This design comes from an exercise in tuning for small area and a short achievable clock period on the open sky130 flow, not from production work. At most, simulation tests tie the RTL to the original design; equivalence was not proved. The clock input has no modelled driver; a real chip could not lean on it and would need a root buffer or a full tree. Power figures rest on the tool's default switching activity, not on a simulated workload.

Setup of before:
==> flow/design.v <==
module pfx_add #(parameter W = 25, parameter L = 5) (
    input  [W-1:0] a,
    input  [W-1:0] b,
    input          cin,
    output [W-1:0] s,
    output         cout
);
    wire [W:0] g [0:L];
    wire [W:0] p [0:L];
    assign g[0] = {a & b, cin};
    assign p[0] = {a ^ b, 1'b0};
    genvar l, i;
    generate
        for (l = 0; l < L; l = l + 1) begin : lvl
            for (i = 0; i <= W; i = i + 1) begin : bt
                if ((i >> l) & 1) begin : comb
                    localparam integer J = ((i >> l) << l) - 1;
                    assign g[l+1][i] = g[l][i] | (p[l][i] & g[l][J]);
                    assign p[l+1][i] = p[l][i] & p[l][J];
                end else begin : pass
                    assign g[l+1][i] = g[l][i];
                    assign p[l+1][i] = p[l][i];
                end
            end
        end
    endgenerate
    assign s    = p[0][W:1] ^ g[L][W-1:0];
    assign cout = g[L][W];
endmodule
module pfx_carry #(parameter W = 25, parameter L = 5) (
    input  [W-1:0] g,
    input  [W-1:0] p,
    output [W-1:0] c
);
    wire [W-1:0] gg [0:L];
    wire [W-1:0] pp [0:L];
    assign gg[0] = g;
    assign pp[0] = p;
    genvar l, i;
    generate
        for (l = 0; l < L; l = l + 1) begin : lvl
            for (i = 0; i < W; i = i + 1) begin : bt
                if ((i >> l) & 1) begin : comb
                    localparam integer J = ((i >> l) << l) - 1;
                    assign gg[l+1][i] = gg[l][i] | (pp[l][i] & gg[l][J]);
                    assign pp[l+1][i] = pp[l][i] & pp[l][J];
                end else begin : pass
                    assign gg[l+1][i] = gg[l][i];
                    assign pp[l+1][i] = pp[l][i];
                end
            end
        end
    endgenerate
    assign c = {gg[L][W-2:0], 1'b0};
endmodule
module FLP_adder(
    input  [31:0] A,
    input  [31:0] B,
    output [31:0] sum
);
    wire        gt   = A[30:23] > B[30:23];
    wire [7:0]  d    = gt ? A[30:23] - B[30:23] : B[30:23] - A[30:23];
    wire [23:0] big  = gt ? {1'b1, A[22:0]} : {1'b1, B[22:0]};
    wire [23:0] sml  = gt ? {1'b1, B[22:0]} : {1'b1, A[22:0]};
    wire        sbig = gt ? A[31] : B[31];
    wire        sub  = A[31] ^ B[31];
    wire [7:0]  ec   = gt ? A[30:23] : B[30:23];
    wire [23:0] shd  = (d > 8'd23) ? 24'd0 : (sml >> d[4:0]);
    wire [24:0] X    = {1'b0, big} + ({1'b0, shd} ^ {25{sub}}) + {24'd0, sub};
    wire        nz   = |X[23:0];
    wire        sgn  = sbig ? (sub ? (~X[24] & nz) : ~(X[24] & nz)) : X[24];
    wire [23:0] C    = X[24] ? (24'd0 - X[23:0]) : X[23:0];
    wire [22:0] M    = C[23] ? C[22:0] : {C[21:0], 1'b0};
    wire [7:0]  e    = C[23] ? ec : ec - 8'd1;
    assign sum = {sgn, e, M};
endmodule
module FLP_adder_7(
    input  [31:0] A,
    input  [31:0] B,
    input         rst,
    input         clk,
    output [31:0] sum
);
    reg [31:0] a1, b1;
    reg        ge1;
    always @(posedge clk) begin
        a1  <= A;
        b1  <= B;
        ge1 <= A[30:23] >= B[30:23];
    end
    wire [7:0] ebig = ge1 ? a1[30:23] : b1[30:23];
    wire [7:0] dab  = a1[30:23] - b1[30:23];
    wire [7:0] dba  = b1[30:23] - a1[30:23];
    wire [7:0] d    = ge1 ? dab : dba;
    wire [23:0] sml = ge1 ? {1'b1, b1[22:0]} : {1'b1, a1[22:0]};
    reg [22:0] big2;
    reg [23:0] sml2;
    reg [7:1]  d2;
    reg        sbig2, sub2;
    reg [7:0]  ec2;
    always @(posedge clk) begin
        big2  <= ge1 ? a1[22:0] : b1[22:0];
        sml2  <= sml >> d[0];
        d2    <= d[7:1];
        sbig2 <= ge1 ? a1[31] : b1[31];
        sub2  <= a1[31] ^ b1[31];
        ec2   <= ebig;
    end
    wire        z2  = (|d2[7:5]) | (d2[4] & d2[3]);
    wire [23:0] shd = z2 ? 24'd0 : (sml2 >> {d2[4:1], 1'b0});
    reg  [23:0] ax3, shd3;
    reg         sbig3, sub3;
    reg  [7:0]  ec3;
    always @(posedge clk) begin
        ax3   <= {~sub2, big2 ^ {23{sub2}}};
        shd3  <= shd;
        sbig3 <= sbig2;
        sub3  <= sub2;
        ec3   <= ec2;
    end
    wire [23:0] g3 = ax3 & shd3;
    wire [23:0] p3 = ax3 ^ shd3;
    wire [24:0] c;
    pfx_carry #(25) add (.g({1'b0, g3}), .p({sub3, p3}), .c(c));
    wire [24:0] X = {c[24], (p3 ^ {24{sub3}}) ^ c[23:0]};
    reg [24:0] X4;
    reg        sbig4, sub4;
    reg [7:0]  ec4;
    always @(posedge clk) begin
        X4    <= X;
        sbig4 <= sbig3;
        sub4  <= sub3;
        ec4   <= ec3;
    end
    wire [23:0] lo;       
    assign lo[0] = 1'b0;
    genvar i;
    generate
        for (i = 1; i < 24; i = i + 1) begin : orl
            assign lo[i] = |X4[i-1:0];
        end
    endgenerate
    wire        nz  = lo[23] | X4[23];
    wire        sgn = sbig4 ? (sub4 ? (~X4[24] & nz) : ~(X4[24] & nz)) : X4[24];
    wire [23:0] C   = X4[23:0] ^ (lo & {24{X4[24]}});
    reg        sgn5;
    reg [23:0] C5;
    reg [7:0]  ec5;
    always @(posedge clk) begin
        sgn5 <= sgn;
        C5   <= C;
        ec5  <= ec4;
    end
    wire [22:0] M = C5[23] ? C5[22:0] : {C5[21:0], 1'b0};
    wire [7:0]  e = C5[23] ? ec5 : ec5 - 8'd1;
    reg [31:0] r6;
    always @(posedge clk) begin
        r6 <= {sgn5, e, M};
    end
    assign sum = r6;
endmodule
==> flow/config.mk <==
export PLATFORM = sky130hd
export DESIGN_NAME = FLP_adder_7
export DESIGN_NICKNAME = FLP_adder_7
export VERILOG_FILES = /design/flow/design.v
export SDC_FILE = /design/flow/constraint.sdc
export NUM_CORES = 4
export LEC_CHECK = 0
export ABC_AREA = 1
export CAP_MARGIN = 20
export CORE_MARGIN = 2
export CORE_UTILIZATION = 40
export SETUP_SLACK_MARGIN = 3.2
export SLEW_MARGIN = 20
export TNS_END_PERCENT = 10
==> flow/constraint.sdc <==
create_clock -name core_clock -period 5.0 [get_ports {clk}]
set_input_delay 1.0000 -clock core_clock [delete_from_list [all_inputs] [get_ports {clk}]]
set_output_delay 1.0000 -clock core_clock [all_outputs]
set_load 0.01 [all_outputs]
standard.sh (not shown) runs the stock make flow with config.mk's settings and CLKGATE_MAP_FILE= SYNTH_SCRIPT=/design/flow/synth_recipe.tcl, a recipe that flattens the netlist after the stock synthesis.
==> flow/flow/run.sh <==
#!/bin/bash
# Standard ORFS layout with smaller input-port buffers and a two-level
# clock tree (root buffers, leaf buffers) without dummy loads. Each tool's output goes to its own log under
# orfs/logs; make's output goes to make.log.
set -euo pipefail
here=$(pwd)
bash standard.sh \
  POST_GLOBAL_PLACE_TCL="$here/flow/inbuf.tcl" \
  POST_CTS_TCL="$here/flow/clk_tree.tcl" \
  CTS_ARGS="-sink_clustering_enable -repair_clock_nets -dont_use_dummy_load -sink_clustering_size 24 -sink_clustering_max_diameter 100" \
  finish > make.log 2>&1
Other scripts of this flow, unchanged in this note and not shown: flow/flow/clk_tree.tcl, flow/flow/inbuf.tcl
No stage failed in before, and the final checks on the layout all came back clean.
What after does differently from before at the input level:
--- a/flow/design.v
+++ b/flow/design.v
@@ -83,9 +83,10 @@
 );
     reg [31:0] a1, b1;
-    reg        ge1;
+    reg        ge1, lt1;    
     always @(posedge clk) begin
         a1  <= A;
         b1  <= B;
         ge1 <= A[30:23] >= B[30:23];
+        lt1 <= A[30:23] <  B[30:23];
     end
     wire [7:0] ebig = ge1 ? a1[30:23] : b1[30:23];
@@ -93,5 +94,5 @@
     wire [7:0] dba  = b1[30:23] - a1[30:23];
     wire [7:0] d    = ge1 ? dab : dba;
-    wire [23:0] sml = ge1 ? {1'b1, b1[22:0]} : {1'b1, a1[22:0]};
+    wire [23:0] sml = lt1 ? {1'b1, a1[22:0]} : {1'b1, b1[22:0]};
     reg [22:0] big2;
     reg [23:0] sml2;
@@ -146,12 +147,14 @@
     reg        sgn5;
     reg [23:0] C5;
+    reg        lz5;       
     reg [7:0]  ec5;
     always @(posedge clk) begin
         sgn5 <= sgn;
         C5   <= C;
+        lz5  <= ~C[23];
         ec5  <= ec4;
     end
     wire [22:0] M = C5[23] ? C5[22:0] : {C5[21:0], 1'b0};
-    wire [7:0]  e = C5[23] ? ec5 : ec5 - 8'd1;
+    wire [7:0]  e = lz5 ? ec5 - 8'd1 : ec5;
     reg [31:0] r6;
     always @(posedge clk) begin
==> run summary <==
- after: PASS, flow complete, no timing, DRC or antenna violations
- Taking before as the reference point, the worst-case headroom to the max-slew limit of after rises by 1.2 points.
- On adder-cell share of the synthesized area, after and before are basically level.
- before -> after: number of inserted filler cells in the final layout decreased by a few percent
- Any difference in area after synthesis between after and before is small enough to ignore.
- Going from before to after, utilization of the core after routing rose 0.31 points, cell count after synthesis level.

========
// FLP_adder_7: RTL as listed in full above, without the edits since
Settings: LEC_CHECK=0, ABC_AREA=1, CAP_MARGIN=20, CORE_MARGIN=2, CORE_UTILIZATION=40, SETUP_SLACK_MARGIN=3.31, SLEW_MARGIN=20, TNS_END_PERCENT=5; clock period 5.0 ns.
==> flow/flow/run.sh <==
#!/bin/bash
# Standard ORFS layout with smaller input-port buffers and a two-level
# clock tree (root buffers, leaf buffers, see clk_tree.tcl) without dummy
# loads. Each tool's output goes to its own log under
# orfs/logs; make's output goes to make.log.
set -euo pipefail
here=$(pwd)
bash standard.sh \
  POST_GLOBAL_PLACE_TCL="$here/flow/inbuf.tcl" \
  POST_CTS_TCL="$here/flow/clk_tree.tcl" \
  CTS_ARGS="-sink_clustering_enable -repair_clock_nets -dont_use_dummy_load -sink_clustering_size 24 -sink_clustering_max_diameter 100" \
  finish > make.log 2>&1
Other scripts of this flow, unchanged in this note and not shown: flow/flow/clk_tree.tcl, flow/flow/inbuf.tcl
Next try:
--- a/flow/design.v
+++ b/flow/design.v
@@ -79,23 +79,24 @@
     input  [31:0] B,
     input         rst,
     input         clk,
     output [31:0] sum
 );
     reg [31:0] a1, b1;
-    reg        ge1;
+    reg        ge1, lt1;    
     always @(posedge clk) begin
         a1  <= A;
         b1  <= B;
         ge1 <= A[30:23] >= B[30:23];
+        lt1 <= A[30:23] <  B[30:23];
     end
     wire [7:0] ebig = ge1 ? a1[30:23] : b1[30:23];
     wire [7:0] dab  = a1[30:23] - b1[30:23];
     wire [7:0] dba  = b1[30:23] - a1[30:23];
     wire [7:0] d    = ge1 ? dab : dba;
-    wire [23:0] sml = ge1 ? {1'b1, b1[22:0]} : {1'b1, a1[22:0]};
+    wire [23:0] sml = lt1 ? {1'b1, a1[22:0]} : {1'b1, b1[22:0]};
     reg [22:0] big2;
     reg [23:0] sml2;
     reg [7:1]  d2;
     reg        sbig2, sub2;
     reg [7:0]  ec2;
     always @(posedge clk) begin
@@ -105,24 +106,26 @@
         sbig2 <= ge1 ? a1[31] : b1[31];
         sub2  <= a1[31] ^ b1[31];
         ec2   <= ebig;
     end
     wire        z2  = (|d2[7:5]) | (d2[4] & d2[3]);
     wire [23:0] shd = z2 ? 24'd0 : (sml2 >> {d2[4:1], 1'b0});
-    reg  [23:0] ax3, shd3;
+    reg  [22:0] ax3;
+    reg  [23:0] shd3;
     reg         sbig3, sub3;
     reg  [7:0]  ec3;
     always @(posedge clk) begin
-        ax3   <= {~sub2, big2 ^ {23{sub2}}};
+        ax3   <= big2 ^ {23{sub2}};
         shd3  <= shd;
         sbig3 <= sbig2;
         sub3  <= sub2;
         ec3   <= ec2;
     end
-    wire [23:0] g3 = ax3 & shd3;
-    wire [23:0] p3 = ax3 ^ shd3;
+    wire [23:0] a3 = {~sub3, ax3};    
+    wire [23:0] g3 = a3 & shd3;
+    wire [23:0] p3 = a3 ^ shd3;
     wire [24:0] c;
     pfx_carry #(25) add (.g({1'b0, g3}), .p({sub3, p3}), .c(c));
     wire [24:0] X = {c[24], (p3 ^ {24{sub3}}) ^ c[23:0]};
     reg [24:0] X4;
     reg        sbig4, sub4;
     reg [7:0]  ec4;
@@ -142,20 +145,22 @@
     endgenerate
     wire        nz  = lo[23] | X4[23];
     wire        sgn = sbig4 ? (sub4 ? (~X4[24] & nz) : ~(X4[24] & nz)) : X4[24];
     wire [23:0] C   = X4[23:0] ^ (lo & {24{X4[24]}});
     reg        sgn5;
     reg [23:0] C5;
+    reg        lz5;       
     reg [7:0]  ec5;
     always @(posedge clk) begin
         sgn5 <= sgn;
         C5   <= C;
+        lz5  <= ~C[23];
         ec5  <= ec4;
     end
     wire [22:0] M = C5[23] ? C5[22:0] : {C5[21:0], 1'b0};
-    wire [7:0]  e = C5[23] ? ec5 : ec5 - 8'd1;
+    wire [7:0]  e = lz5 ? ec5 - 8'd1 : ec5;
     reg [31:0] r6;
     always @(posedge clk) begin
         r6 <= {sgn5, e, M};
     end
     assign sum = r6;
 endmodule
Result: Clock skew grows by 0.048 ns; setup slack degrades by 0.032 ns; sequential power grows by about 2%; routed wire length grows by about 1.2%; worst hold slack degrades by 0.012 ns; final cell count grows by 0.42%; clock power barely changes; synthesized area shrinks by about 0.9%; sequential cell count grows by 1.
Only the layout flow was run in the second run of this note; the RTL was not checked for function there.

==> separate check: timing with driven ports <==
The flow's constraints put no driver on any port. The routed layouts listed below were extracted and timed again, unchanged, in two steps. Step 1: set_driving_cell puts a clkbuf_16 on clk and a buf_2 on each other input, an assumption about the parent block. Step 2 adds t to the input delays and takes it off the output delays; t is the mean of the earliest and latest rising clock arrival at the registers after step 1. Input paths then give back, and output paths get back, about the clock's delay inside the block. a / b / c = ideal ports / drivers / drivers and shift; a / b = the first two.
run | shift t [ns] | setup WS [ns] | hold slack, ns | worst setup path after step 2 | pins driven straight from the clock port
before | 0.376 | 3.181 / 3.170 / 3.056 | 0.328 / 0.327 / 0.327 | input to register | 4
after | 0.377 | 3.204 / 3.162 / 2.882 | 0.329 / 0.329 / 0.329 | input to register | 4
the first run of note 2 | 0.346 | 3.302 / 3.211 / 3.074 | 0.332 / 0.332 / 0.332 | input to register | 4
the second run of note 2 | 0.341 | 3.271 / 3.226 / 2.989 | 0.321 / 0.321 / 0.321 | input to register | 4
After both steps setup and hold are still met in every run listed. The setup slack of after, which loses most, moves by -0.042 ns with the drivers and by -0.322 ns with both steps.
